Background: an optimization exercise with open tools, aiming at small area, a short achievable clock period and few clock cycles per item. Do not read the settings as production practice. In this exercise RTL edits were held to simulation tests only and were not proved equivalent to the original.

**design/flow/flow/run.sh**
```bash
#!/bin/bash
# The standard layout, with a stronger buffer on every input and output port
# than buffer_ports picks by default.
set -euo pipefail
bash standard.sh "BUFFER_PORTS_ARGS=-buffer_cell sky130_fd_sc_hd__buf_4" finish > standard_make.log 2>&1
```
**design/flow/standard.sh**
```bash
#!/bin/bash
# synth_recipe.tcl (not shown) runs the flow's synth.tcl, then flattens the netlist and writes it again
# the make line also repeats each setting of config.mk as NAME=value (left out here)
make -C /OpenROAD-flow-scripts/flow DESIGN_CONFIG=/design/flow/config.mk WORK_HOME=/design/flow/orfs CLKGATE_MAP_FILE= SYNTH_SCRIPT=/design/flow/synth_recipe.tcl "${@:-finish}"
```
**design/flow/config.mk**
```make
export PLATFORM = sky130hd
export DESIGN_NAME = calc_core
export DESIGN_NICKNAME = calc_core
export VERILOG_FILES = /design/flow/design.v
export SDC_FILE = /design/flow/constraint.sdc
export NUM_CORES = 4
export LEC_CHECK = 0
export ABC_AREA = 1
export CAP_MARGIN = 50
export CORE_MARGIN = 2
export CORE_UTILIZATION = 40
export SLEW_MARGIN = 70
```
**design/flow/constraint.sdc**
```tcl
create_clock -name core_clock -period 55.0 [get_ports {clk}]
set_input_delay 11.0000 -clock core_clock [delete_from_list [all_inputs] [get_ports {clk}]]
set_output_delay 11.0000 -clock core_clock [all_outputs]
set_load 0.01 [all_outputs]
```
**design/flow/design.v**
```verilog
module calc_core (
	input             clk,
	input             rst,
	input             start,
	input      [9:0]  op,
	input      [19:0] a,
	input      [19:0] b,
	output            busy,
	output reg        done,
	output reg [19:0] result,
	output            neg,
	output     [47:0] hex
	);
	localparam OP_ADD  = 10'b0000000001;
	localparam OP_SUB  = 10'b0000000010;
	localparam OP_MUL  = 10'b0000000100;
	localparam OP_DIV  = 10'b0000001000;
	localparam OP_LOG  = 10'b1000000001;
	localparam OP_POW  = 10'b1000000010;
	localparam OP_FACT = 10'b1000000100;
	localparam OP_D2R  = 10'b1000001000;
	localparam N = 4;  
	reg        busy_r;
	reg        mode_pow;    
	reg        divz;        
	reg        acc1;        
	reg [19:0] ra;          
	reg [19:0] rb;          
	reg [2:0]  cnt;         
	assign busy = busy_r;
	assign neg  = result[19];
	wire accept = start & ~busy_r;
	wire        pmul   = rb[0] & ~acc1;            
	wire [19:0] mx = busy_r ? (pmul ? result : ra) : a;
	wire [19:0] my = busy_r ? ra : (op[1] ? a : b);
	wire [19:0] pp [0:19];
	genvar gi;
	generate
		for (gi = 0; gi < 20; gi = gi + 1) begin : g_pp
			assign pp[gi] = {20{mx[gi]}} & my;
		end
	endgenerate
	wire ms1 = pp[0][19] ^ pp[1][18];
	wire mc1 = pp[0][19] & pp[1][18];
	wire ms2 = pp[0][13] ^ pp[1][12];
	wire mc2 = pp[0][13] & pp[1][12];
	wire ms3 = pp[0][14] ^ pp[1][13] ^ pp[2][12];
	wire mc3 = (pp[0][14] & pp[1][13]) | (pp[2][12] & (pp[0][14] ^ pp[1][13]));
	wire ms4 = pp[3][11] ^ pp[4][10];
	wire mc4 = pp[3][11] & pp[4][10];
	wire ms5 = pp[0][15] ^ pp[1][14] ^ pp[2][13];
	wire mc5 = (pp[0][15] & pp[1][14]) | (pp[2][13] & (pp[0][15] ^ pp[1][14]));
	wire ms6 = pp[3][12] ^ pp[4][11] ^ pp[5][10];
	wire mc6 = (pp[3][12] & pp[4][11]) | (pp[5][10] & (pp[3][12] ^ pp[4][11]));
	wire ms7 = pp[6][9] ^ pp[7][8];
	wire mc7 = pp[6][9] & pp[7][8];
	wire ms8 = pp[0][16] ^ pp[1][15] ^ pp[2][14];
	wire mc8 = (pp[0][16] & pp[1][15]) | (pp[2][14] & (pp[0][16] ^ pp[1][15]));
	wire ms9 = pp[3][13] ^ pp[4][12] ^ pp[5][11];
	wire mc9 = (pp[3][13] & pp[4][12]) | (pp[5][11] & (pp[3][13] ^ pp[4][12]));
	wire ms10 = pp[6][10] ^ pp[7][9] ^ pp[8][8];
	wire mc10 = (pp[6][10] & pp[7][9]) | (pp[8][8] & (pp[6][10] ^ pp[7][9]));
	wire ms11 = pp[9][7] ^ pp[10][6];
	wire mc11 = pp[9][7] & pp[10][6];
	wire ms12 = pp[0][17] ^ pp[1][16] ^ pp[2][15];
	wire mc12 = (pp[0][17] & pp[1][16]) | (pp[2][15] & (pp[0][17] ^ pp[1][16]));
	wire ms13 = pp[3][14] ^ pp[4][13] ^ pp[5][12];
	wire mc13 = (pp[3][14] & pp[4][13]) | (pp[5][12] & (pp[3][14] ^ pp[4][13]));
	wire ms14 = pp[6][11] ^ pp[7][10] ^ pp[8][9];
	wire mc14 = (pp[6][11] & pp[7][10]) | (pp[8][9] & (pp[6][11] ^ pp[7][10]));
	wire ms15 = pp[9][8] ^ pp[10][7] ^ pp[11][6];
	wire mc15 = (pp[9][8] & pp[10][7]) | (pp[11][6] & (pp[9][8] ^ pp[10][7]));
	wire ms16 = pp[12][5] ^ pp[13][4];
	wire mc16 = pp[12][5] & pp[13][4];
	wire ms17 = pp[0][18] ^ pp[1][17] ^ pp[2][16];
	wire mc17 = (pp[0][18] & pp[1][17]) | (pp[2][16] & (pp[0][18] ^ pp[1][17]));
	wire ms18 = pp[3][15] ^ pp[4][14] ^ pp[5][13];
	wire mc18 = (pp[3][15] & pp[4][14]) | (pp[5][13] & (pp[3][15] ^ pp[4][14]));
	wire ms19 = pp[6][12] ^ pp[7][11] ^ pp[8][10];
	wire mc19 = (pp[6][12] & pp[7][11]) | (pp[8][10] & (pp[6][12] ^ pp[7][11]));
	wire ms20 = pp[9][9] ^ pp[10][8] ^ pp[11][7];
	wire mc20 = (pp[9][9] & pp[10][8]) | (pp[11][7] & (pp[9][9] ^ pp[10][8]));
	wire ms21 = pp[12][6] ^ pp[13][5] ^ pp[14][4];
	wire mc21 = (pp[12][6] & pp[13][5]) | (pp[14][4] & (pp[12][6] ^ pp[13][5]));
	wire ms22 = pp[15][3] ^ pp[16][2];
	wire mc22 = pp[15][3] & pp[16][2];
	wire ms23 = ms1 ^ pp[2][17] ^ pp[3][16];
	wire mc23 = (ms1 & pp[2][17]) | (pp[3][16] & (ms1 ^ pp[2][17]));
	wire ms24 = pp[4][15] ^ pp[5][14] ^ pp[6][13];
	wire mc24 = (pp[4][15] & pp[5][14]) | (pp[6][13] & (pp[4][15] ^ pp[5][14]));
	wire ms25 = pp[7][12] ^ pp[8][11] ^ pp[9][10];
	wire mc25 = (pp[7][12] & pp[8][11]) | (pp[9][10] & (pp[7][12] ^ pp[8][11]));
	wire ms26 = pp[10][9] ^ pp[11][8] ^ pp[12][7];
	wire mc26 = (pp[10][9] & pp[11][8]) | (pp[12][7] & (pp[10][9] ^ pp[11][8]));
	wire ms27 = pp[13][6] ^ pp[14][5] ^ pp[15][4];
	wire mc27 = (pp[13][6] & pp[14][5]) | (pp[15][4] & (pp[13][6] ^ pp[14][5]));
	wire ms28 = pp[16][3] ^ pp[17][2] ^ pp[18][1];
	wire mc28 = (pp[16][3] & pp[17][2]) | (pp[18][1] & (pp[16][3] ^ pp[17][2]));
	wire ms29 = pp[0][9] ^ pp[1][8];
	wire mc29 = pp[0][9] & pp[1][8];
	wire ms30 = pp[0][10] ^ pp[1][9] ^ pp[2][8];
	wire mc30 = (pp[0][10] & pp[1][9]) | (pp[2][8] & (pp[0][10] ^ pp[1][9]));
	wire ms31 = pp[3][7] ^ pp[4][6];
	wire mc31 = pp[3][7] & pp[4][6];
	wire ms32 = pp[0][11] ^ pp[1][10] ^ pp[2][9];
	wire mc32 = (pp[0][11] & pp[1][10]) | (pp[2][9] & (pp[0][11] ^ pp[1][10]));
	wire ms33 = pp[3][8] ^ pp[4][7] ^ pp[5][6];
	wire mc33 = (pp[3][8] & pp[4][7]) | (pp[5][6] & (pp[3][8] ^ pp[4][7]));
	wire ms34 = pp[6][5] ^ pp[7][4];
	wire mc34 = pp[6][5] & pp[7][4];
	wire ms35 = pp[0][12] ^ pp[1][11] ^ pp[2][10];
	wire mc35 = (pp[0][12] & pp[1][11]) | (pp[2][10] & (pp[0][12] ^ pp[1][11]));
	wire ms36 = pp[3][9] ^ pp[4][8] ^ pp[5][7];
	wire mc36 = (pp[3][9] & pp[4][8]) | (pp[5][7] & (pp[3][9] ^ pp[4][8]));
	wire ms37 = pp[6][6] ^ pp[7][5] ^ pp[8][4];
	wire mc37 = (pp[6][6] & pp[7][5]) | (pp[8][4] & (pp[6][6] ^ pp[7][5]));
	wire ms38 = pp[9][3] ^ pp[10][2];
	wire mc38 = pp[9][3] & pp[10][2];
	wire ms39 = ms2 ^ pp[2][11] ^ pp[3][10];
	wire mc39 = (ms2 & pp[2][11]) | (pp[3][10] & (ms2 ^ pp[2][11]));
	wire ms40 = pp[4][9] ^ pp[5][8] ^ pp[6][7];
	wire mc40 = (pp[4][9] & pp[5][8]) | (pp[6][7] & (pp[4][9] ^ pp[5][8]));
	wire ms41 = pp[7][6] ^ pp[8][5] ^ pp[9][4];
	wire mc41 = (pp[7][6] & pp[8][5]) | (pp[9][4] & (pp[7][6] ^ pp[8][5]));
	wire ms42 = pp[10][3] ^ pp[11][2] ^ pp[12][1];
	wire mc42 = (pp[10][3] & pp[11][2]) | (pp[12][1] & (pp[10][3] ^ pp[11][2]));
	wire ms43 = ms3 ^ ms4 ^ pp[5][9];
	wire mc43 = (ms3 & ms4) | (pp[5][9] & (ms3 ^ ms4));
	wire ms44 = pp[6][8] ^ pp[7][7] ^ pp[8][6];
	wire mc44 = (pp[6][8] & pp[7][7]) | (pp[8][6] & (pp[6][8] ^ pp[7][7]));
	wire ms45 = pp[9][5] ^ pp[10][4] ^ pp[11][3];
	wire mc45 = (pp[9][5] & pp[10][4]) | (pp[11][3] & (pp[9][5] ^ pp[10][4]));
	wire ms46 = pp[12][2] ^ pp[13][1] ^ pp[14][0];
	wire mc46 = (pp[12][2] & pp[13][1]) | (pp[14][0] & (pp[12][2] ^ pp[13][1]));
	wire ms47 = ms5 ^ ms6 ^ ms7;
	wire mc47 = (ms5 & ms6) | (ms7 & (ms5 ^ ms6));
	wire ms48 = pp[8][7] ^ pp[9][6] ^ pp[10][5];
	wire mc48 = (pp[8][7] & pp[9][6]) | (pp[10][5] & (pp[8][7] ^ pp[9][6]));
	wire ms49 = pp[11][4] ^ pp[12][3] ^ pp[13][2];
	wire mc49 = (pp[11][4] & pp[12][3]) | (pp[13][2] & (pp[11][4] ^ pp[12][3]));
	wire ms50 = pp[14][1] ^ pp[15][0] ^ mc3;
	wire mc50 = (pp[14][1] & pp[15][0]) | (mc3 & (pp[14][1] ^ pp[15][0]));
	wire ms51 = ms8 ^ ms9 ^ ms10;
	wire mc51 = (ms8 & ms9) | (ms10 & (ms8 ^ ms9));
	wire ms52 = ms11 ^ pp[11][5] ^ pp[12][4];
	wire mc52 = (ms11 & pp[11][5]) | (pp[12][4] & (ms11 ^ pp[11][5]));
	wire ms53 = pp[13][3] ^ pp[14][2] ^ pp[15][1];
	wire mc53 = (pp[13][3] & pp[14][2]) | (pp[15][1] & (pp[13][3] ^ pp[14][2]));
	wire ms54 = pp[16][0] ^ mc5 ^ mc6;
	wire mc54 = (pp[16][0] & mc5) | (mc6 & (pp[16][0] ^ mc5));
	wire ms55 = ms12 ^ ms13 ^ ms14;
	wire mc55 = (ms12 & ms13) | (ms14 & (ms12 ^ ms13));
	wire ms56 = ms15 ^ ms16 ^ pp[14][3];
	wire mc56 = (ms15 & ms16) | (pp[14][3] & (ms15 ^ ms16));
	wire ms57 = pp[15][2] ^ pp[16][1] ^ pp[17][0];
	wire mc57 = (pp[15][2] & pp[16][1]) | (pp[17][0] & (pp[15][2] ^ pp[16][1]));
	wire ms58 = mc8 ^ mc9 ^ mc10;
	wire mc58 = (mc8 & mc9) | (mc10 & (mc8 ^ mc9));
	wire ms59 = ms17 ^ ms18 ^ ms19;
	wire mc59 = (ms17 & ms18) | (ms19 & (ms17 ^ ms18));
	wire ms60 = ms20 ^ ms21 ^ ms22;
	wire mc60 = (ms20 & ms21) | (ms22 & (ms20 ^ ms21));
	wire ms61 = pp[17][1] ^ pp[18][0] ^ mc12;
	wire mc61 = (pp[17][1] & pp[18][0]) | (mc12 & (pp[17][1] ^ pp[18][0]));
	wire ms62 = mc13 ^ mc14 ^ mc15;
	wire mc62 = (mc13 & mc14) | (mc15 & (mc13 ^ mc14));
	wire ms63 = ms23 ^ ms24 ^ ms25;
	wire mc63 = (ms23 & ms24) | (ms25 & (ms23 ^ ms24));
	wire ms64 = ms26 ^ ms27 ^ ms28;
	wire mc64 = (ms26 & ms27) | (ms28 & (ms26 ^ ms27));
	wire ms65 = pp[19][0] ^ mc17 ^ mc18;
	wire mc65 = (pp[19][0] & mc17) | (mc18 & (pp[19][0] ^ mc17));
	wire ms66 = mc19 ^ mc20 ^ mc21;
	wire mc66 = (mc19 & mc20) | (mc21 & (mc19 ^ mc20));
	wire ms67 = pp[0][6] ^ pp[1][5];
	wire mc67 = pp[0][6] & pp[1][5];
	wire ms68 = pp[0][7] ^ pp[1][6] ^ pp[2][5];
	wire mc68 = (pp[0][7] & pp[1][6]) | (pp[2][5] & (pp[0][7] ^ pp[1][6]));
	wire ms69 = pp[3][4] ^ pp[4][3];
	wire mc69 = pp[3][4] & pp[4][3];
	wire ms70 = pp[0][8] ^ pp[1][7] ^ pp[2][6];
	wire mc70 = (pp[0][8] & pp[1][7]) | (pp[2][6] & (pp[0][8] ^ pp[1][7]));
	wire ms71 = pp[3][5] ^ pp[4][4] ^ pp[5][3];
	wire mc71 = (pp[3][5] & pp[4][4]) | (pp[5][3] & (pp[3][5] ^ pp[4][4]));
	wire ms72 = pp[6][2] ^ pp[7][1];
	wire mc72 = pp[6][2] & pp[7][1];
	wire ms73 = ms29 ^ pp[2][7] ^ pp[3][6];
	wire mc73 = (ms29 & pp[2][7]) | (pp[3][6] & (ms29 ^ pp[2][7]));
	wire ms74 = pp[4][5] ^ pp[5][4] ^ pp[6][3];
	wire mc74 = (pp[4][5] & pp[5][4]) | (pp[6][3] & (pp[4][5] ^ pp[5][4]));
	wire ms75 = pp[7][2] ^ pp[8][1] ^ pp[9][0];
	wire mc75 = (pp[7][2] & pp[8][1]) | (pp[9][0] & (pp[7][2] ^ pp[8][1]));
	wire ms76 = ms30 ^ ms31 ^ pp[5][5];
	wire mc76 = (ms30 & ms31) | (pp[5][5] & (ms30 ^ ms31));
	wire ms77 = pp[6][4] ^ pp[7][3] ^ pp[8][2];
	wire mc77 = (pp[6][4] & pp[7][3]) | (pp[8][2] & (pp[6][4] ^ pp[7][3]));
	wire ms78 = pp[9][1] ^ pp[10][0] ^ mc29;
	wire mc78 = (pp[9][1] & pp[10][0]) | (mc29 & (pp[9][1] ^ pp[10][0]));
	wire ms79 = ms32 ^ ms33 ^ ms34;
	wire mc79 = (ms32 & ms33) | (ms34 & (ms32 ^ ms33));
	wire ms80 = pp[8][3] ^ pp[9][2] ^ pp[10][1];
	wire mc80 = (pp[8][3] & pp[9][2]) | (pp[10][1] & (pp[8][3] ^ pp[9][2]));
	wire ms81 = pp[11][0] ^ mc30 ^ mc31;
	wire mc81 = (pp[11][0] & mc30) | (mc31 & (pp[11][0] ^ mc30));
	wire ms82 = ms35 ^ ms36 ^ ms37;
	wire mc82 = (ms35 & ms36) | (ms37 & (ms35 ^ ms36));
	wire ms83 = ms38 ^ pp[11][1] ^ pp[12][0];
	wire mc83 = (ms38 & pp[11][1]) | (pp[12][0] & (ms38 ^ pp[11][1]));
	wire ms84 = mc32 ^ mc33 ^ mc34;
	wire mc84 = (mc32 & mc33) | (mc34 & (mc32 ^ mc33));
	wire ms85 = ms39 ^ ms40 ^ ms41;
	wire mc85 = (ms39 & ms40) | (ms41 & (ms39 ^ ms40));
	wire ms86 = ms42 ^ pp[13][0] ^ mc35;
	wire mc86 = (ms42 & pp[13][0]) | (mc35 & (ms42 ^ pp[13][0]));
	wire ms87 = mc36 ^ mc37 ^ mc38;
	wire mc87 = (mc36 & mc37) | (mc38 & (mc36 ^ mc37));
	wire ms88 = ms43 ^ ms44 ^ ms45;
	wire mc88 = (ms43 & ms44) | (ms45 & (ms43 ^ ms44));
	wire ms89 = ms46 ^ mc2 ^ mc39;
	wire mc89 = (ms46 & mc2) | (mc39 & (ms46 ^ mc2));
	wire ms90 = mc40 ^ mc41 ^ mc42;
	wire mc90 = (mc40 & mc41) | (mc42 & (mc40 ^ mc41));
	wire ms91 = ms47 ^ ms48 ^ ms49;
	wire mc91 = (ms47 & ms48) | (ms49 & (ms47 ^ ms48));
	wire ms92 = ms50 ^ mc4 ^ mc43;
	wire mc92 = (ms50 & mc4) | (mc43 & (ms50 ^ mc4));
	wire ms93 = mc44 ^ mc45 ^ mc46;
	wire mc93 = (mc44 & mc45) | (mc46 & (mc44 ^ mc45));
	wire ms94 = ms51 ^ ms52 ^ ms53;
	wire mc94 = (ms51 & ms52) | (ms53 & (ms51 ^ ms52));
	wire ms95 = ms54 ^ mc7 ^ mc47;
	wire mc95 = (ms54 & mc7) | (mc47 & (ms54 ^ mc7));
	wire ms96 = mc48 ^ mc49 ^ mc50;
	wire mc96 = (mc48 & mc49) | (mc50 & (mc48 ^ mc49));
	wire ms97 = ms55 ^ ms56 ^ ms57;
	wire mc97 = (ms55 & ms56) | (ms57 & (ms55 ^ ms56));
	wire ms98 = ms58 ^ mc11 ^ mc51;
	wire mc98 = (ms58 & mc11) | (mc51 & (ms58 ^ mc11));
	wire ms99 = mc52 ^ mc53 ^ mc54;
	wire mc99 = (mc52 & mc53) | (mc54 & (mc52 ^ mc53));
	wire ms100 = ms59 ^ ms60 ^ ms61;
	wire mc100 = (ms59 & ms60) | (ms61 & (ms59 ^ ms60));
	wire ms101 = ms62 ^ mc16 ^ mc55;
	wire mc101 = (ms62 & mc16) | (mc55 & (ms62 ^ mc16));
	wire ms102 = mc56 ^ mc57 ^ mc58;
	wire mc102 = (mc56 & mc57) | (mc58 & (mc56 ^ mc57));
	wire ms103 = ms63 ^ ms64 ^ ms65;
	wire mc103 = (ms63 & ms64) | (ms65 & (ms63 ^ ms64));
	wire ms104 = ms66 ^ mc22 ^ mc59;
	wire mc104 = (ms66 & mc22) | (mc59 & (ms66 ^ mc22));
	wire ms105 = mc60 ^ mc61 ^ mc62;
	wire mc105 = (mc60 & mc61) | (mc62 & (mc60 ^ mc61));
	wire ms106 = pp[0][4] ^ pp[1][3];
	wire mc106 = pp[0][4] & pp[1][3];
	wire ms107 = pp[0][5] ^ pp[1][4] ^ pp[2][3];
	wire mc107 = (pp[0][5] & pp[1][4]) | (pp[2][3] & (pp[0][5] ^ pp[1][4]));
	wire ms108 = pp[3][2] ^ pp[4][1];
	wire mc108 = pp[3][2] & pp[4][1];
	wire ms109 = ms67 ^ pp[2][4] ^ pp[3][3];
	wire mc109 = (ms67 & pp[2][4]) | (pp[3][3] & (ms67 ^ pp[2][4]));
	wire ms110 = pp[4][2] ^ pp[5][1] ^ pp[6][0];
	wire mc110 = (pp[4][2] & pp[5][1]) | (pp[6][0] & (pp[4][2] ^ pp[5][1]));
	wire ms111 = ms68 ^ ms69 ^ pp[5][2];
	wire mc111 = (ms68 & ms69) | (pp[5][2] & (ms68 ^ ms69));
	wire ms112 = pp[6][1] ^ pp[7][0] ^ mc67;
	wire mc112 = (pp[6][1] & pp[7][0]) | (mc67 & (pp[6][1] ^ pp[7][0]));
	wire ms113 = ms70 ^ ms71 ^ ms72;
	wire mc113 = (ms70 & ms71) | (ms72 & (ms70 ^ ms71));
	wire ms114 = pp[8][0] ^ mc68 ^ mc69;
	wire mc114 = (pp[8][0] & mc68) | (mc69 & (pp[8][0] ^ mc68));
	wire ms115 = ms73 ^ ms74 ^ ms75;
	wire mc115 = (ms73 & ms74) | (ms75 & (ms73 ^ ms74));
	wire ms116 = mc70 ^ mc71 ^ mc72;
	wire mc116 = (mc70 & mc71) | (mc72 & (mc70 ^ mc71));
	wire ms117 = ms76 ^ ms77 ^ ms78;
	wire mc117 = (ms76 & ms77) | (ms78 & (ms76 ^ ms77));
	wire ms118 = mc73 ^ mc74 ^ mc75;
	wire mc118 = (mc73 & mc74) | (mc75 & (mc73 ^ mc74));
	wire ms119 = ms79 ^ ms80 ^ ms81;
	wire mc119 = (ms79 & ms80) | (ms81 & (ms79 ^ ms80));
	wire ms120 = mc76 ^ mc77 ^ mc78;
	wire mc120 = (mc76 & mc77) | (mc78 & (mc76 ^ mc77));
	wire ms121 = ms82 ^ ms83 ^ ms84;
	wire mc121 = (ms82 & ms83) | (ms84 & (ms82 ^ ms83));
	wire ms122 = mc79 ^ mc80 ^ mc81;
	wire mc122 = (mc79 & mc80) | (mc81 & (mc79 ^ mc80));
	wire ms123 = ms85 ^ ms86 ^ ms87;
	wire mc123 = (ms85 & ms86) | (ms87 & (ms85 ^ ms86));
	wire ms124 = mc82 ^ mc83 ^ mc84;
	wire mc124 = (mc82 & mc83) | (mc84 & (mc82 ^ mc83));
	wire ms125 = ms88 ^ ms89 ^ ms90;
	wire mc125 = (ms88 & ms89) | (ms90 & (ms88 ^ ms89));
	wire ms126 = mc85 ^ mc86 ^ mc87;
	wire mc126 = (mc85 & mc86) | (mc87 & (mc85 ^ mc86));
	wire ms127 = ms91 ^ ms92 ^ ms93;
	wire mc127 = (ms91 & ms92) | (ms93 & (ms91 ^ ms92));
	wire ms128 = mc88 ^ mc89 ^ mc90;
	wire mc128 = (mc88 & mc89) | (mc90 & (mc88 ^ mc89));
	wire ms129 = ms94 ^ ms95 ^ ms96;
	wire mc129 = (ms94 & ms95) | (ms96 & (ms94 ^ ms95));
	wire ms130 = mc91 ^ mc92 ^ mc93;
	wire mc130 = (mc91 & mc92) | (mc93 & (mc91 ^ mc92));
	wire ms131 = ms97 ^ ms98 ^ ms99;
	wire mc131 = (ms97 & ms98) | (ms99 & (ms97 ^ ms98));
	wire ms132 = mc94 ^ mc95 ^ mc96;
	wire mc132 = (mc94 & mc95) | (mc96 & (mc94 ^ mc95));
	wire ms133 = ms100 ^ ms101 ^ ms102;
	wire mc133 = (ms100 & ms101) | (ms102 & (ms100 ^ ms101));
	wire ms134 = mc97 ^ mc98 ^ mc99;
	wire mc134 = (mc97 & mc98) | (mc99 & (mc97 ^ mc98));
	wire ms135 = ms103 ^ ms104 ^ ms105;
	wire mc135 = (ms103 & ms104) | (ms105 & (ms103 ^ ms104));
	wire ms136 = mc100 ^ mc101 ^ mc102;
	wire mc136 = (mc100 & mc101) | (mc102 & (mc100 ^ mc101));
	wire ms137 = pp[0][3] ^ pp[1][2];
	wire mc137 = pp[0][3] & pp[1][2];
	wire ms138 = ms106 ^ pp[2][2] ^ pp[3][1];
	wire mc138 = (ms106 & pp[2][2]) | (pp[3][1] & (ms106 ^ pp[2][2]));
	wire ms139 = ms107 ^ ms108 ^ pp[5][0];
	wire mc139 = (ms107 & ms108) | (pp[5][0] & (ms107 ^ ms108));
	wire ms140 = ms109 ^ ms110 ^ mc107;
	wire mc140 = (ms109 & ms110) | (mc107 & (ms109 ^ ms110));
	wire ms141 = ms111 ^ ms112 ^ mc109;
	wire mc141 = (ms111 & ms112) | (mc109 & (ms111 ^ ms112));
	wire ms142 = ms113 ^ ms114 ^ mc111;
	wire mc142 = (ms113 & ms114) | (mc111 & (ms113 ^ ms114));
	wire ms143 = ms115 ^ ms116 ^ mc113;
	wire mc143 = (ms115 & ms116) | (mc113 & (ms115 ^ ms116));
	wire ms144 = ms117 ^ ms118 ^ mc115;
	wire mc144 = (ms117 & ms118) | (mc115 & (ms117 ^ ms118));
	wire ms145 = ms119 ^ ms120 ^ mc117;
	wire mc145 = (ms119 & ms120) | (mc117 & (ms119 ^ ms120));
	wire ms146 = ms121 ^ ms122 ^ mc119;
	wire mc146 = (ms121 & ms122) | (mc119 & (ms121 ^ ms122));
	wire ms147 = ms123 ^ ms124 ^ mc121;
	wire mc147 = (ms123 & ms124) | (mc121 & (ms123 ^ ms124));
	wire ms148 = ms125 ^ ms126 ^ mc123;
	wire mc148 = (ms125 & ms126) | (mc123 & (ms125 ^ ms126));
	wire ms149 = ms127 ^ ms128 ^ mc125;
	wire mc149 = (ms127 & ms128) | (mc125 & (ms127 ^ ms128));
	wire ms150 = ms129 ^ ms130 ^ mc127;
	wire mc150 = (ms129 & ms130) | (mc127 & (ms129 ^ ms130));
	wire ms151 = ms131 ^ ms132 ^ mc129;
	wire mc151 = (ms131 & ms132) | (mc129 & (ms131 ^ ms132));
	wire ms152 = ms133 ^ ms134 ^ mc131;
	wire mc152 = (ms133 & ms134) | (mc131 & (ms133 ^ ms134));
	wire ms153 = ms135 ^ ms136 ^ mc133;
	wire mc153 = (ms135 & ms136) | (mc133 & (ms135 ^ ms136));
	wire ms154 = pp[0][2] ^ pp[1][1];
	wire mc154 = pp[0][2] & pp[1][1];
	wire ms155 = ms137 ^ pp[2][1] ^ pp[3][0];
	wire mc155 = (ms137 & pp[2][1]) | (pp[3][0] & (ms137 ^ pp[2][1]));
	wire ms156 = ms138 ^ pp[4][0] ^ mc137;
	wire mc156 = (ms138 & pp[4][0]) | (mc137 & (ms138 ^ pp[4][0]));
	wire ms157 = ms139 ^ mc106 ^ mc138;
	wire mc157 = (ms139 & mc106) | (mc138 & (ms139 ^ mc106));
	wire ms158 = ms140 ^ mc108 ^ mc139;
	wire mc158 = (ms140 & mc108) | (mc139 & (ms140 ^ mc108));
	wire ms159 = ms141 ^ mc110 ^ mc140;
	wire mc159 = (ms141 & mc110) | (mc140 & (ms141 ^ mc110));
	wire ms160 = ms142 ^ mc112 ^ mc141;
	wire mc160 = (ms142 & mc112) | (mc141 & (ms142 ^ mc112));
	wire ms161 = ms143 ^ mc114 ^ mc142;
	wire mc161 = (ms143 & mc114) | (mc142 & (ms143 ^ mc114));
	wire ms162 = ms144 ^ mc116 ^ mc143;
	wire mc162 = (ms144 & mc116) | (mc143 & (ms144 ^ mc116));
	wire ms163 = ms145 ^ mc118 ^ mc144;
	wire mc163 = (ms145 & mc118) | (mc144 & (ms145 ^ mc118));
	wire ms164 = ms146 ^ mc120 ^ mc145;
	wire mc164 = (ms146 & mc120) | (mc145 & (ms146 ^ mc120));
	wire ms165 = ms147 ^ mc122 ^ mc146;
	wire mc165 = (ms147 & mc122) | (mc146 & (ms147 ^ mc122));
	wire ms166 = ms148 ^ mc124 ^ mc147;
	wire mc166 = (ms148 & mc124) | (mc147 & (ms148 ^ mc124));
	wire ms167 = ms149 ^ mc126 ^ mc148;
	wire mc167 = (ms149 & mc126) | (mc148 & (ms149 ^ mc126));
	wire ms168 = ms150 ^ mc128 ^ mc149;
	wire mc168 = (ms150 & mc128) | (mc149 & (ms150 ^ mc128));
	wire ms169 = ms151 ^ mc130 ^ mc150;
	wire mc169 = (ms151 & mc130) | (mc150 & (ms151 ^ mc130));
	wire ms170 = ms152 ^ mc132 ^ mc151;
	wire mc170 = (ms152 & mc132) | (mc151 & (ms152 ^ mc132));
	wire ms171 = ms153 ^ mc134 ^ mc152;
	wire mc171 = (ms153 & mc134) | (mc152 & (ms153 ^ mc134));
	wire [19:0] mt0 = {ms171, ms170, ms169, ms168, ms167, ms166, ms165, ms164, ms163, ms162, ms161, ms160, ms159, ms158, ms157, ms156, ms155, ms154, pp[0][1], pp[0][0]};
	wire [19:0] mt1 = {mc170, mc169, mc168, mc167, mc166, mc165, mc164, mc163, mc162, mc161, mc160, mc159, mc158, mc157, mc156, mc155, mc154, pp[2][0], pp[1][0], 1'b0};
	wire        use_tree = busy_r | op[2] | op[9];
	wire [19:0] sum_x = use_tree ? mt0 : a;
	wire [19:0] sum_y = use_tree ? mt1 : (b ^ {20{op[1]}});
	wire [19:0] prod  = sum_x + sum_y + {19'd0, op[1] & ~use_tree};
	wire [19:0] addsub = prod;
	function [19:0] fact_lut;
		input [4:0] x;
		begin
			case (x)
			5'd0: fact_lut = 20'd1;
			5'd1: fact_lut = 20'd1;
			5'd2: fact_lut = 20'd2;
			5'd3: fact_lut = 20'd6;
			5'd4: fact_lut = 20'd24;
			5'd5: fact_lut = 20'd120;
			5'd6: fact_lut = 20'd720;
			5'd7: fact_lut = 20'd5040;
			5'd8: fact_lut = 20'd40320;
			5'd9: fact_lut = 20'd362880;
			5'd10: fact_lut = 20'd483072;
			5'd11: fact_lut = 20'd70912;
			5'd12: fact_lut = 20'd850944;
			5'd13: fact_lut = 20'd576512;
			5'd14: fact_lut = 20'd731136;
			5'd15: fact_lut = 20'd481280;
			5'd16: fact_lut = 20'd360448;
			5'd17: fact_lut = 20'd884736;
			5'd18: fact_lut = 20'd196608;
			5'd19: fact_lut = 20'd589824;
			5'd20: fact_lut = 20'd262144;
			5'd21: fact_lut = 20'd262144;
			5'd22: fact_lut = 20'd524288;
			5'd23: fact_lut = 20'd524288;
			default: fact_lut = 20'd0;
			endcase
		end
	endfunction
	wire [19:0] fact_r = (a < 20'd24) ? fact_lut(a[4:0]) : 20'd0;
	wire [19:0] d2r_r  = a / 20'd60;
	reg [19:0] dq, dr;
	reg [20:0] dt;
	reg [21:0] dd;
	integer s;
	always @* begin
		dr = ra;
		dq = result;
		for (s = 0; s < N; s = s + 1) begin
			dt = {dr, dq[19]};
			dq = {dq[18:0], 1'b0};
			dd = {1'b0, dt} - {2'b0, rb};
			if (!dd[21]) begin
				dr = dd[19:0];
				dq[0] = 1'b1;
			end else
				dr = dt[19:0];
		end
	end
	reg [4:0] la, lb;
	integer m;
	always @* begin
		la = 5'd0;
		lb = 5'd0;
		for (m = 0; m < 20; m = m + 1) begin
			if (a[m]) la = m + 1;
			if (b[m]) lb = m + 1;
		end
	end
	wire [4:0] ldiff = la - lb;
	wire       qzero = (la < lb);
	wire [19:0] log_r = {15'd0, (la[4:1] == 4'd0) ? 5'd0 : la - 5'd1};
	reg [2:0]  j0;
	always @* begin
		if (ldiff >= 5'd16) j0 = 3'd4;
		else j0 = {1'b0, ldiff[3:2]};
	end
	wire pzero = (a == 20'd0) ||
		(a[0]   == 1'b0  && b >= 20'd20) ||
		(a[1:0] == 2'd0  && b >= 20'd10) ||
		(a[2:0] == 3'd0  && b >= 20'd7)  ||
		(a[3:0] == 4'd0  && b >= 20'd5)  ||
		(a[4:0] == 5'd0  && b >= 20'd4)  ||
		(a[6:0] == 7'd0  && b >= 20'd3)  ||
		(a[9:0] == 10'd0 && b >= 20'd2);
	wire take_prod = busy_r ?
		(mode_pow & ((rb[0] & ~acc1) | (~rb[0] & acc1 & (rb[19:1] == 19'd1)))) :
		(start & ((op == OP_MUL) | ((op == OP_POW) & (b == 20'd2) & ~pzero)));
	always @(posedge clk) begin
		done <= 1'b0;
		if (rst) begin
			busy_r <= 1'b0;
		end else if (!busy_r) begin
			if (start) begin
				divz <= 1'b0;
				case (op)
				OP_ADD:  begin result <= addsub; done <= 1'b1; end
				OP_SUB:  begin result <= addsub; done <= 1'b1; end
				OP_MUL:  done <= 1'b1;
				OP_LOG:  begin result <= log_r; done <= 1'b1; end
				OP_FACT: begin result <= fact_r; done <= 1'b1; end
				OP_D2R:  begin result <= d2r_r; done <= 1'b1; end
				OP_DIV: begin
					rb <= b;
					mode_pow <= 1'b0;
					if (b == 20'd0) begin
						result <= 20'd0; divz <= 1'b1; done <= 1'b1;
					end else if (qzero) begin
						result <= 20'd0; done <= 1'b1;
					end else begin
						busy_r <= 1'b1;
						cnt <= j0;
						case (j0)
						3'd0: begin ra <= {4'd0,  a[19:4]};  result <= {a[3:0],  16'd0}; end
						3'd1: begin ra <= {8'd0,  a[19:8]};  result <= {a[7:0],  12'd0}; end
						3'd2: begin ra <= {12'd0, a[19:12]}; result <= {a[11:0], 8'd0};  end
						3'd3: begin ra <= {16'd0, a[19:16]}; result <= {a[15:0], 4'd0};  end
						default: begin ra <= 20'd0; result <= a; end
						endcase
					end
				end
				OP_POW: begin
					mode_pow <= 1'b1;
					if (b == 20'd0) begin
						result <= a; done <= 1'b1;
					end else if (pzero) begin
						result <= 20'd0; done <= 1'b1;
					end else if (b == 20'd2) begin
						done <= 1'b1;
					end else begin
						result <= b[0] ? a : 20'd1;
						acc1 <= ~b[0];
						ra <= prod;
						rb <= {1'b0, b[19:1]};
						if (b[19:1] == 19'd0) done <= 1'b1;
						else busy_r <= 1'b1;
					end
				end
				default: begin result <= 20'd63; done <= 1'b1; end
				endcase
			end
		end else if (!mode_pow) begin
			ra <= dr;
			result <= dq;
			cnt <= cnt - 3'd1;
			if (cnt == 3'd0) begin
				busy_r <= 1'b0; done <= 1'b1;
			end
		end else begin
			if (rb[0]) begin
				if (acc1) begin
					result <= ra;
					acc1 <= 1'b0;
					ra <= prod;
					rb <= {1'b0, rb[19:1]};
				end else begin
					rb[0] <= 1'b0;
				end
				if (rb[19:1] == 19'd0) begin
					busy_r <= 1'b0; done <= 1'b1;
				end
			end else begin
				ra <= prod;
				rb <= {1'b0, rb[19:1]};
				if (acc1 && rb[19:1] == 19'd1) begin
					busy_r <= 1'b0; done <= 1'b1;
				end
			end
		end
		if (!rst && take_prod) result <= prod;
	end
	function [7:0] seg;
		input [3:0] d;
		begin
			case (d)
			4'd0: seg = 8'b11000000;
			4'd1: seg = 8'b11111001;
			4'd2: seg = 8'b10100100;
			4'd3: seg = 8'b10110000;
			4'd4: seg = 8'b10011001;
			4'd5: seg = 8'b10010010;
			4'd6: seg = 8'b10000010;
			4'd7: seg = 8'b11111000;
			4'd8: seg = 8'b10000000;
			4'd9: seg = 8'b10010000;
			default: seg = 8'b11111111;
			endcase
		end
	endfunction
	reg [19:0] low_or;
	integer q;
	always @* begin
		low_or[0] = 1'b0;
		for (q = 1; q < 20; q = q + 1)
			low_or[q] = |(result & ((20'd1 << q) - 20'd1));
	end
	wire [19:0] mag = result ^ ({20{result[19]}} & low_or);
	function [3:0] add3;
		input [3:0] d;
		begin
			add3[3] = d[3] | (d[2] & d[0]) | (d[2] & d[1]);
			add3[2] = (d[3] & d[0]) | (d[2] & ~d[1] & ~d[0]);
			add3[1] = (d[3] & ~d[0]) | (~d[2] & d[1]) | (d[1] & d[0]);
			add3[0] = (d[3] & ~d[0]) | (~d[3] & ~d[2] & d[0]) | (d[2] & d[1] & ~d[0]);
		end
	endfunction
	reg [23:0] bcd;
	integer i;
	always @* begin
		bcd = 24'd0;
		for (i = 19; i >= 0; i = i - 1) begin
			bcd[3:0]   = add3(bcd[3:0]);
			bcd[7:4]   = add3(bcd[7:4]);
			bcd[11:8]  = add3(bcd[11:8]);
			bcd[15:12] = add3(bcd[15:12]);
			bcd[19:16] = add3(bcd[19:16]);
			bcd[23:20] = add3(bcd[23:20]);
			bcd = {bcd[22:0], mag[i]};
		end
	end
	assign hex = divz ? 48'hFB8EAB_FFFFFF :
		{seg(bcd[23:20]), seg(bcd[19:16]), seg(bcd[15:12]),
		 seg(bcd[11:8]), seg(bcd[7:4]), seg(bcd[3:0])};
endmodule
```
==> results.cfg, run 1 <==
[outcome]
status = complete, no violations

[sta]
setup_violations = 0
fmax_ghz = 0.0530
drv_slew = 0
hold_violations = 0
fin_setup_tns_ns = 0
final.min_clock_period_ns = 18.86
rsz0062_at_grt = no
whs_ns = 0.691
relSlewSlack_pct = 66.3
skew_ns = 0.00995
fin_crit_sh_pct = 34.3
tightest_slew_ns = 0.506

[floorplanning]
start_util_pct = 40.3
placementRows = 88
dieArea_um2 = 59800
die_y_um = 245
pin_count = 124
die_x_um = 245
core_area_um2 = 57500

[logic_synthesis]
ys_warn_count = 1
synth_edf_count = 66
synth_area_um2 = 23200
avgSynthCellArea_um2 = 6.08
syn_inst = 3809
synth_flop_cell = edfxtp_1
synth_cell_type_count = 64
yosysSeqAreaShare_pct = 8.73
async_flop_share_pct = 0
ys_ff_latch = 68

[clocking]
clkTransAtPathRegs_ns = 0.06
post_cts_buffers = 0
clock-sinks = 68
root_buffer = clkbuf_16
cts_resized = 0
cts_tree = done
h-tree-depth = 3
cts_made_buffers = 9
cts_hold_buf = 0
clkLatencyLatePin_ns = 0.35
clockBufferDepth = 2

[global_routing]
grtUsageTotal_pct = 28.4
grt_pass1_vias = 23810
grt_overflow_total = 0
antenna_found_initial = 5
grt_pass1_wl_mm = 134
grt_start_max_net_pins = 52

[hold_path]
hold_path_startpoint = cnt[0]
worst_hold_path_type = reg -> reg
min_to = cnt[0]
min_path_cells = 3

[route]
final_antenna_net_count = 0
viasPerCell = 5.53
drc = 0
drtIter0Drc = 2794
vias = 25729
firstDrtPassIters = 6
wl_per_cell_um = 18.5
routed_wl_mm = 86.1

[run]
drv_cap = 0

[final_layout]
area_growth_pct = 11.3
final_util_pct = 44.8
drive_above_1_share_pct = 11.9
nets = 4239
diodes = 0
final_cells = 4653
final_common_cell = nand2_1
most-common-layout-cells = nand2_1 (1087), inv_1 (562), nor2_1 (297), nand3_1 (226), a21oi_1 (194)

[worst_setup_path]
critPathArrivalTime_ns = 7.86
crit_type = reg -> out
r2r_cells = 100
crit_slowest_cell = edfxtp_1
reg2reg_from = rb[1]
timing.rr.end = ra[11]
r2r_slack_ns = 39.44
critPathMostFrequentCell = nand2_1
cp-end-kind = primary output
critPathRequiredTime_ns = 44.00
max_stage_delay_ns = 0.51
cp_max_fo = 6
start_kind = flop

[placement]
routabilityCongestion = 1.05
port_buffers = 117
dp.final_hpwl_mm = 69.6
dp_cells = 4633
cell usage after synthesis (5+ instances only):
library cell	count	area share (%)
o21ai_0	209	4.5
ha_1	161	8.7
edfxtp_1	66	8.6
fa_1	142	12
nand3_2	21	0.91
inv_2	37	0.60
o21ai_2	9	0.34
a22oi_1	15	0.49
a21o_1	9	0.29
nor2_4	5	0.24
or2_2	9	0.24
nand4_1	26	0.70
a21oi_2	6	0.23
xnor2_1	46	1.7
buf_2	6	0.13
o211ai_1	18	0.58
nand3b_1	16	0.52
a31oi_1	8	0.22
inv_1	580	9.4
a211oi_1	6	0.19
o2111ai_1	13	0.49
nor4_1	14	0.38
a221oi_1	33	1.2
clkbuf_1	93	1.5
o31ai_1	14	0.45
nand2_1	1090	18
xor2_1	91	3.4
clkinv_1	10	0.16
o22ai_1	33	0.89
nand2_2	63	1.7
nand3_1	227	4.9
o21bai_1	28	0.91
o221ai_1	46	1.7
nor3_1	31	0.67
nor2_1	309	5.0
buf_1	9	0.15
a21oi_1	198	4.3
buf_4	10	0.32
nor2_2	29	0.78
o21ai_1	27	0.58
worst max-delay path: cells and delay by family, from the launching register on:
kind | cells | cell delay [ns]
buf+inv | 8 | 0.76
flops | 1 | 0.51
simple gates | 52 | 5.56
fa+ha+maj | 1 | 0.28
compound gates | 2 | 0.38
state kept, by name, summed over array words and instances (netlist names):
signal	count
rb	20
result	20
divz	1
cnt	3
busy_r	1
acc1	1
ra	20
done	1
mode_pow	1
per-layer routing:
layer | wire length, um | global-route usage, % | vias to the layer above
met1 | 35600 | 37.3 | 11706
li1 | - | - | 12511
met2 | 36700 | 44.5 | 1234
met5 | 85 | 0 | -
met4 | 4940 | 13.3 | 8
met3 | 8740 | 6.08 | 270
final cells by class:
class                           instances  area [um^2]
Clock buffer                            9          225
Clock inverter                          7         82.6
Fill cell                            6195        31700
Inverter                              627         2370
Multi-Input combinational cell       3001        18800
Sequential cell                        68         2020
Tap cell                              765          957
Timing Repair Buffer                  176         1340
worst max-delay path by stage:
stage               from         end  slack, ns
2_1_floorplan      op[1]  result[18]      37.64
3_3_place_gp       op[1]  result[18]      35.81
3_5_place_dp       op[1]  result[18]      36.47
4_1_cts        result[1]     hex[35]      36.20
5_1_grt        result[1]     hex[35]      35.07
6_report       result[1]     hex[35]      36.14
per-stage QoR:
stage | area (um^2) | setup WS, ns
floorplan | 23200 | 37.64
global placement | 24800 | 35.81
detailed placement | 25300 | 36.47
CTS | 25600 | 36.20
global route | 25800 | 35.07
finish | 25800 | 36.14
kinds of logic after synthesis:
| kind of cell | after synthesis | share of synthesized area, % |
|---|---|---|
| and+or+nand+nor | 1852 | 34.1 |
| other | 1 | 0.0162 |
| muxes | 1 | 0.0432 |
| adders and majority gates | 303 | 21.0 |
| xor gates and xnor gates | 137 | 5.18 |
| AOI/OAI and AO/OA | 702 | 18.7 |
| DFF | 68 | 8.73 |
| buffers and inverters | 745 | 12.3 |
Testbench counts, summed over its fixed seeds: cycles 2,871, items 1,920.
==> run 2, diff against run 1 <==
==> design/flow/flow/run.sh (replaced) <==
#!/bin/bash
# The standard layout, with a stronger buffer on every input and output port
# than buffer_ports picks by default.
set -euo pipefail
bash standard.sh "BUFFER_PORTS_ARGS=-buffer_cell sky130_fd_sc_hd__buf_2" finish > standard_make.log 2>&1
==> run 2 against run 1 <==
  * Still clean on timing, DRC and antenna
  * Count of clock-buffer cells in the layout stayed put
  * Via count is 0.38% higher
  * Wire length is 1.3% higher
  * Setup slack better by 0.025 ns
  * Critical path depth is 5 lower
  * Synthesized cell count stayed put
  * Die area stayed put
==> results.cfg, run 2 <==
[floorplanning]
die_y_um = 245
die_x_um = 245
core_area_um2 = 57500
placementRows = 88
dieArea_um2 = 59800
start_util_pct = 40.3
pin_count = 124

[hold_path]
min_to = rb[0]
min_path_cells = 2
worst_hold_path_type = reg -> reg
hold_path_startpoint = rb[1]

[global_routing]
grt_start_max_net_pins = 52
grt_pass1_wl_mm = 134
grtUsageTotal_pct = 28.7
grt_pass1_vias = 23963
grt_overflow_total = 0
antenna_found_initial = 0

[clocking]
cts_made_buffers = 9
h-tree-depth = 3
clock-sinks = 68
root_buffer = clkbuf_16
cts_tree = done
cts_hold_buf = 0
clkTransAtPathRegs_ns = 0.06
clkLatencyLatePin_ns = 0.35
post_cts_buffers = 0
cts_resized = 0
clockBufferDepth = 2

[logic_synthesis]
yosysTopAreaCellShare_pct = 17.7
synth_flop_cell = edfxtp_1
async_flop_share_pct = 0
synth_cell_type_count = 64
yosys.area.top_type = nand2_1
synth_edf_count = 66
yosysMostFrequentCell = nand2_1
synthTopCellsByCount = nand2_1 (1090), inv_1 (580), nor2_1 (309)
yosysSeqAreaShare_pct = 8.73
syn_inst = 3809
ys_ff_latch = 68
avgSynthCellArea_um2 = 6.08
synth_area_um2 = 23200
ys_warn_count = 1
synth_area_leaders = nand2_1 (18%), fa_1 (12%), inv_1 (9.4%), ha_1 (8.7%), edfxtp_1 (8.6%)

[route]
drtIter0Drc = 2662
vias = 25828
wl_per_cell_um = 18.7
final_antenna_net_count = 0
firstDrtPassIters = 7
drc = 0
viasPerCell = 5.55
routed_wl_mm = 87.2

[worst_setup_path]
r2r_cells = 101
max_stage_delay_ns = 0.51
timing.rr.end = ra[11]
worst-path-stages = 58
path_buf_inv = 6
cp_max_fo = 7
path_delay_family = simple AND/OR/NAND/NOR gates
start_kind = flop
reg2reg_from = rb[1]
critPathMostFrequentCell = nand2_1
critPathRequiredTime_ns = 44.00
crit_slowest_cell = edfxtp_1
r2r_slack_ns = 39.28
crit_type = reg -> out
critPathArrivalTime_ns = 7.83
cp-end-kind = primary output

[sta]
fmax_ghz = 0.0531
final.min_clock_period_ns = 18.83
fin_setup_tns_ns = 0
tightest_slew_ns = 0.520
hold_violations = 0
layout_setup_ws_ns = 36.17
drv_slew = 0
whs_ns = 0.721
setup_violations = 0
relSlewSlack_pct = 65.3
skew_ns = 0.0123
rsz0062_at_grt = no
fin_crit_sh_pct = 34.2

[final_layout]
nets = 4238
fin_area_um2 = 25500
most-common-layout-cells = nand2_1 (1086), inv_1 (561), nor2_1 (294), nand3_1 (226), a21oi_1 (191)
final_common_cell = nand2_1
drive_above_1_share_pct = 12.1
diodes = 0
largestRegisters = ra x20, rb x20, result x20
area_growth_pct = 9.98

[placement]
routabilityCongestion = 1.03
port_buffers = 117
dp_slack_ns = 36.40
dp.final_hpwl_mm = 69.9
placed_cell_area_um2 = 25000

[outcome]
status = complete, no violations

[run]
drv_cap = 0
-- run 2: cell counts after synthesis --
No cell type changed its count.
-- run 2: logic make-up (layout without fill, tap and decap cells) --
logic type / after synthesis / in the layout / share of synthesized area, %
other: 1 / 6 / 0.0162
buffers and inverters: 745 / 818 / 12.3
multiplexers: 1 / 1 / 0.0432
AO/OA/AOI/OAI: 702 / 702 / 18.7
flip-flops: 68 / 68 / 8.73
adder cells (fa/ha/maj): 303 / 303 / 21.0
XOR/XNOR: 137 / 137 / 5.18
AND/OR/NAND/NOR: 1852 / 1852 / 34.1
-- run 2: layout make-up --
| type | count | area (um^2) |
|---|---|---|
| sequential | 68 | 2020 |
| clock buffer | 9 | 225 |
| inverter | 627 | 2370 |
| tap | 765 | 957 |
| timing repair buffer | 175 | 1050 |
| clock inverter | 7 | 82.6 |
| multi-input combinational | 3001 | 18800 |
| fill | 6190 | 32000 |
-- run 2: metrics by stage --
step / util (%) / std cells
2_1_floorplan: - / 3814
3_3_place_gp: 42.7 / 4616
3_5_place_dp: 43.5 / 4630
4_1_cts: 44.0 / 4646
5_1_grt: 44.3 / 4652
6_report: 44.3 / 4652
-- run 2: worst max path at each step --
stage               from    endpoint  slack (ns)
2_1_floorplan      op[1]  result[18]       37.64
4_1_cts        result[1]     hex[27]       36.20
5_1_grt        result[1]     hex[35]       35.10
6_report       result[1]     hex[37]       36.17
3_5_place_dp       op[1]  result[18]       36.40
3_3_place_gp       op[1]  result[18]       36.01
-- run 2: metal layers --
metal	track usage, %	share of wire [%]	vias up	wire, um
met5	0	0	-	0
met3	5.55	10	291	8740
met2	45.0	42	1293	37000
li1	-	-	12512	-
met4	13.6	5.9	0	5140
met1	37.9	42	11732	36300
-- run 2: worst register-to-register path: cells and delay by family, from the launching register on --
| kind | cells | cell delay [ns] |
|---|---|---|
| flops | 1 | 0.47 |
| compound gates | 42 | 7.43 |
| simple gates | 44 | 3.82 |
| buf+inv | 11 | 2.41 |
| fa+ha+maj | 4 | 1.34 |
==> run 3, diff against run 2 <==
--- a/design/flow/config.mk
+++ b/design/flow/config.mk
@@ -6,7 +6,7 @@
 export NUM_CORES = 4
 export LEC_CHECK = 0
 export ABC_AREA = 1
-export CAP_MARGIN = 50
+export CAP_MARGIN = 35
 export CORE_MARGIN = 2
 export CORE_UTILIZATION = 40
-export SLEW_MARGIN = 70
+export SLEW_MARGIN = 45
==> run 3 against run 2 <==
  * Still clean
  * Fmax down 0.88%
  * Global-route usage increased by 0.095 points
  * First-iteration DRC count rose by 2.1%
  * Highest routed layer unchanged
==> results.cfg, run 3 <==
[worst_setup_path]
critPathMostFrequentCell = a21oi_1
reg2reg_from = rb[1]
crit_path_start = op[1]
cp_max_fo = 50
critPathRequiredTime_ns = 55.06
cp-end-kind = flop
max_stage_delay_ns = 0.85
crit_slowest_cell = clkinv_1
cp-endpoint = result[18]
timing.rr.end = ra[11]
r2r_cells = 101
critPathArrivalTime_ns = 19.06
start_kind = primary input
r2r_slack_ns = 38.89
crit_type = in -> reg

[logic_synthesis]
synth_area_leaders = nand2_1 (18%), fa_1 (12%), inv_1 (9.4%), ha_1 (8.7%), edfxtp_1 (8.6%)
async_flop_share_pct = 0
ys_ff_latch = 68
ys_warn_count = 1
yosys.area.top_type = nand2_1
synth_area_um2 = 23200
yosysSeqAreaShare_pct = 8.73
avgSynthCellArea_um2 = 6.08
syn_inst = 3809
synth_cell_type_count = 64
yosysTopAreaCellShare_pct = 17.7
yosysMostFrequentCell = nand2_1
synth_flop_cell = edfxtp_1
synth_edf_count = 66
synthTopCellsByCount = nand2_1 (1090), inv_1 (580), nor2_1 (309)

[sta]
skew_ns = 0.00971
tightest_slew_ns = 0.844
drv_slew = 0
hold_violations = 0
fmax_ghz = 0.0526
setup_violations = 0
relSlewSlack_pct = 43.0
fin_setup_tns_ns = 0
rsz0062_at_grt = no
final.min_clock_period_ns = 19.00
fin_crit_sh_pct = 34.5

[final_layout]
largestRegisters = ra x20, rb x20, result x20
diodes = 0
num-fill-cells = 6261
nets = 4218
drive_above_1_share_pct = 9.62
fin_area_um2 = 24900
most-common-layout-cells = nand2_1 (1089), inv_1 (578), nor2_1 (307), nand3_1 (227), o21ai_0 (209)
area_growth_pct = 7.50
final_common_cell = nand2_1

[clocking]
cts_tree = done
clkLatencyLatePin_ns = 0.34
clock-sinks = 68
cts_made_buffers = 9
root_buffer = clkbuf_16
cts_resized = 0
clockBufferDepth = 2
h-tree-depth = 3
post_cts_buffers = 0
cts_hold_buf = 0
clkTransAtPathRegs_ns = 0.07

[run]
drv_cap = 0

[global_routing]
grt_pass1_wl_mm = 135
grtUsageTotal_pct = 28.8
grt_start_max_net_pins = 52
grt_pass1_vias = 23869
antenna_found_initial = 0
grt_overflow_total = 0

[route]
drc = 0
routed_wl_mm = 87.2
wl_per_cell_um = 18.8
viasPerCell = 5.58
vias = 25846
final_antenna_net_count = 0
firstDrtPassIters = 7
drtIter0Drc = 2719

[outcome]
status = complete, no violations

[placement]
placed_cell_area_um2 = 24600
port_buffers = 117
routabilityCongestion = 1.03
dp.final_hpwl_mm = 69.3

[floorplanning]
placementRows = 88
die_y_um = 245
core_area_um2 = 57500
die_x_um = 245
dieArea_um2 = 59800
pin_count = 124
start_util_pct = 40.3

[hold_path]
worst_hold_path_type = reg -> reg
[run 3: routing by layer]
layer	part of all wire, %	track usage (%)	vias to the layer above	routed length [um]
met5	0	0	-	0
met4	5.6	13.0	0	4850
met3	10	6.03	304	9100
met2	42	45.0	1283	37000
met1	42	38.1	11784	36300
li1	-	-	12475	-
[run 3: worst min path at each step]
stage,startpoint,endpoint,cells past startpoint
final,cnt[0],cnt[0],3
after global routing,cnt[0],cnt[0],3
after CTS,rb[1],rb[0],2
after detailed placement,rb[1],rb[0],2
after global placement,cnt[0],cnt[0],3
after floorplan,rb[1],rb[0],2
[run 3: final cells by class]
cell class              instances  area [um^2]  share of cell area [%]
clock buffers                   9          225                   0.905
clock inverters                 7         81.3                   0.327
inverters                     627         2360                    9.47
multi-input cells            3001        18400                    73.8
flip-flops and latches         68         2020                    8.12
well taps                     765          957                    3.85
repair buffers                155          871                    3.50
[run 3: cell families (layout without fill, tap and decap cells)]
group	Yosys count	count (layout)	share of synthesized area, %
adders and majority gates	303	303	21.0
AOI/OAI and AO/OA	702	702	18.7
buffers and inverters	745	798	12.3
xor gates and xnor gates	137	137	5.18
muxes	1	1	0.0432
other	1	6	0.0162
and+or+nand+nor	1852	1852	34.1
DFF	68	68	8.73
[run 3: per-stage QoR]
step / util (%) / setup slack, ns / std cells / hold WS, ns
global placement: 42.7 / 36.01 / 4616 / 0.677
floorplan: - / 37.64 / 3814 / 0.618
global route: 43.3 / 35.14 / 4632 / 0.742
CTS: 43.3 / 36.26 / 4632 / 0.714
detailed placement: 42.8 / 36.00 / 4616 / 0.700
finish: 43.3 / 36.00 / 4632 / 0.722
[run 3: critical path: cells and delay by family]
family	cells	cell delay (ns)
AND/OR/NAND/NOR	6	0.72
buffers and inverters	6	2.10
XOR/XNOR	1	0.39
adder cells (fa/ha/maj)	5	2.33
AO/OA/AOI/OAI	13	2.45
==> run 4, diff against run 3 <==
--- a/design/flow/config.mk
+++ b/design/flow/config.mk
@@ -6,7 +6,7 @@
 export NUM_CORES = 4
 export LEC_CHECK = 0
 export ABC_AREA = 1
-export CAP_MARGIN = 35
+export CAP_MARGIN = 20
 export CORE_MARGIN = 2
 export CORE_UTILIZATION = 40
-export SLEW_MARGIN = 45
+export SLEW_MARGIN = 20
==> run 4 against run 3 <==
  * Still clean
  * Wire length grew 0.14%
  * Setup slack gained 0.034 ns
  * Hold slack lost 0.032 ns
  * Utilization is essentially flat
  * Count of clock-buffer cells in the layout is the same
  * Fmax grew 0.18%
  * Via count shrank 0.25%
  * First-iteration DRC count shrank 2.2%
==> results.cfg, run 4 <==
[outcome]
status = complete, no violations

[hold_path]
worst_hold_path_type = reg -> reg
min_path_cells = 3
hold_path_startpoint = cnt[0]
min_to = cnt[0]

[sta]
rsz0062_at_grt = no
tightest_slew_ns = 1.19
fmax_ghz = 0.0527
setup_violations = 0
fin_crit_sh_pct = 34.5
hold_violations = 0
drv_slew = 0
fin_setup_tns_ns = 0
final.min_clock_period_ns = 18.96
relSlewSlack_pct = 19.6
whs_ns = 0.691
skew_ns = 0.00978

[worst_setup_path]
critPathArrivalTime_ns = 19.04
cp-end-kind = flop
crit_type = in -> reg
start_kind = primary input
max_stage_delay_ns = 0.83
reg2reg_from = rb[1]
worst-path-stages = 31
r2r_slack_ns = 38.99
timing.rr.end = ra[11]
crit_slowest_cell = clkinv_1
r2r_cells = 101
critPathMostFrequentCell = a21oi_1
path_delay_family = compound AO/OA/AOI/OAI gates
path_buf_inv = 6
critPathRequiredTime_ns = 55.08
cp_max_fo = 50

[clocking]
post_cts_buffers = 0
h-tree-depth = 3
clock-sinks = 68
cts_tree = done
cts_made_buffers = 9
cts_resized = 0
clockBufferDepth = 2
root_buffer = clkbuf_16
clkLatencyLatePin_ns = 0.35
clkTransAtPathRegs_ns = 0.07
cts_hold_buf = 0

[logic_synthesis]
synth_area_leaders = nand2_1 (18%), fa_1 (12%), inv_1 (9.4%), ha_1 (8.7%), edfxtp_1 (8.6%)
avgSynthCellArea_um2 = 6.08
ys_warn_count = 1
yosysMostFrequentCell = nand2_1
yosys.area.top_type = nand2_1
synth_edf_count = 66
syn_inst = 3809
synth_flop_cell = edfxtp_1
yosysSeqAreaShare_pct = 8.73
synthTopCellsByCount = nand2_1 (1090), inv_1 (580), nor2_1 (309)
yosysTopAreaCellShare_pct = 17.7
synth_area_um2 = 23200
synth_cell_type_count = 64
ys_ff_latch = 68
async_flop_share_pct = 0

[route]
drc = 0
routed_wl_mm = 87.3
final_antenna_net_count = 0
vias = 25782
wl_per_cell_um = 18.9
drtIter0Drc = 2659
firstDrtPassIters = 8
viasPerCell = 5.56

[global_routing]
grtUsageTotal_pct = 28.7
grt_start_max_net_pins = 52
grt_pass1_vias = 23883
grt_pass1_wl_mm = 135
antenna_found_initial = 0
grt_overflow_total = 0

[floorplanning]
die_x_um = 245
core_area_um2 = 57500
start_util_pct = 40.3
dieArea_um2 = 59800
placementRows = 88
die_y_um = 245
pin_count = 124

[final_layout]
largestRegisters = ra x20, rb x20, result x20
final_cells = 4633
final_common_cell = nand2_1
fin_area_um2 = 24900
most-common-layout-cells = nand2_1 (1090), inv_1 (579), nor2_1 (308), nand3_1 (227), o21ai_0 (209)
num-fill-cells = 6285
diodes = 0
nets = 4219
drive_above_1_share_pct = 9.49
area_growth_pct = 7.44

[placement]
dp_cells = 4616
placed_cell_area_um2 = 24500
routabilityCongestion = 1.03
dp.final_hpwl_mm = 69.4
port_buffers = 117

[run]
drv_cap = 0
==> run 4: worst max-delay path by stage <==
| stage | startpoint | endpoint | slack, ns |
|---|---|---|---|
| 3_3_place_gp | op[1] | result[18] | 36.01 |
| 3_5_place_dp | op[1] | result[18] | 36.00 |
| 2_1_floorplan | op[1] | result[18] | 37.64 |
| 5_1_grt | result[1] | hex[35] | 35.17 |
| 6_report | op[1] | result[18] | 36.04 |
| 4_1_cts | result[1] | hex[27] | 36.25 |
==> run 4: area by class of cell <==
type                            instances  area [um^2]  share of cell area (%)
Timing Repair Buffer                  156          896                    3.60
Sequential cell                        68         2020                    8.13
Inverter                              627         2350                    9.46
Clock buffer                            9          225                   0.905
Multi-Input combinational cell       3001        18300                    73.7
Tap cell                              765          957                    3.85
Clock inverter                          7         81.3                   0.327
==> run 4: stage by stage <==
step                utilization (%)  setup WS, ns
floorplan                         -         37.64
global placement               42.7         36.01
detailed placement             42.7         36.00
CTS                            43.2         36.25
global route                   43.3         35.17
finish                         43.3         36.04
==> run 4: routing by layer <==
metal,part of all wire (%),track usage (%),up-vias
li1,-,-,12479
met1,42,38.0,11736
met2,42,45.5,1278
met3,10,5.67,289
met4,5.7,12.1,0
met5,0,0,-
==> run 4: kinds of logic after synthesis <==
| family | count (synthesis) | synth area share [%] |
|---|---|---|
| and+or+nand+nor | 1852 | 34.1 |
| xor gates and xnor gates | 137 | 5.18 |
| adders and majority gates | 303 | 21.0 |
| other | 1 | 0.0162 |
| muxes | 1 | 0.0432 |
| DFF | 68 | 8.73 |
| AOI/OAI and AO/OA | 702 | 18.7 |
| buffers and inverters | 745 | 12.3 |
==> run 4: worst register-to-register path, delay by kind of cell (launching register included) <==
kind / cells / cell delay, ns
simple gates: 44 / 3.87
compound gates: 42 / 7.63
flops: 1 / 0.47
buf+inv: 11 / 2.44
fa+ha+maj: 4 / 1.34

## port drivers added, routing unchanged
The flow's constraints put no driver on any port. The routed layouts listed below were extracted and timed again, unchanged, in two steps.
Step 1 assumes that a clkbuf_16 drives the clock port and a buf_2 every other input.
Step 2 adds t to the input delays and takes it off the output delays; t is the mean of the earliest and latest rising clock arrival at the registers after step 1. Input paths then give back, and output paths get back, about the clock's delay inside the block.
Slacks: ideal / step 1 / step 2; pairs: ideal / step 1.
run | t, ns | setup WS [ns] | clock arrival spread, ns
run 1 | 0.386 | 36.144 / 36.103 / 36.357 | 0.010 / 0.010
run 2 | 0.388 | 36.169 / 36.126 / 36.336 | 0.012 / 0.013
run 3 | 0.381 | 36.002 / 36.023 / 35.642 | 0.010 / 0.010
run 4 | 0.388 | 36.036 / 36.058 / 35.670 | 0.010 / 0.010
After both steps every run listed still meets setup and hold. For run 4, which loses most, drivers alone change the setup slack by +0.022 ns; drivers and shift together by -0.366 ns.
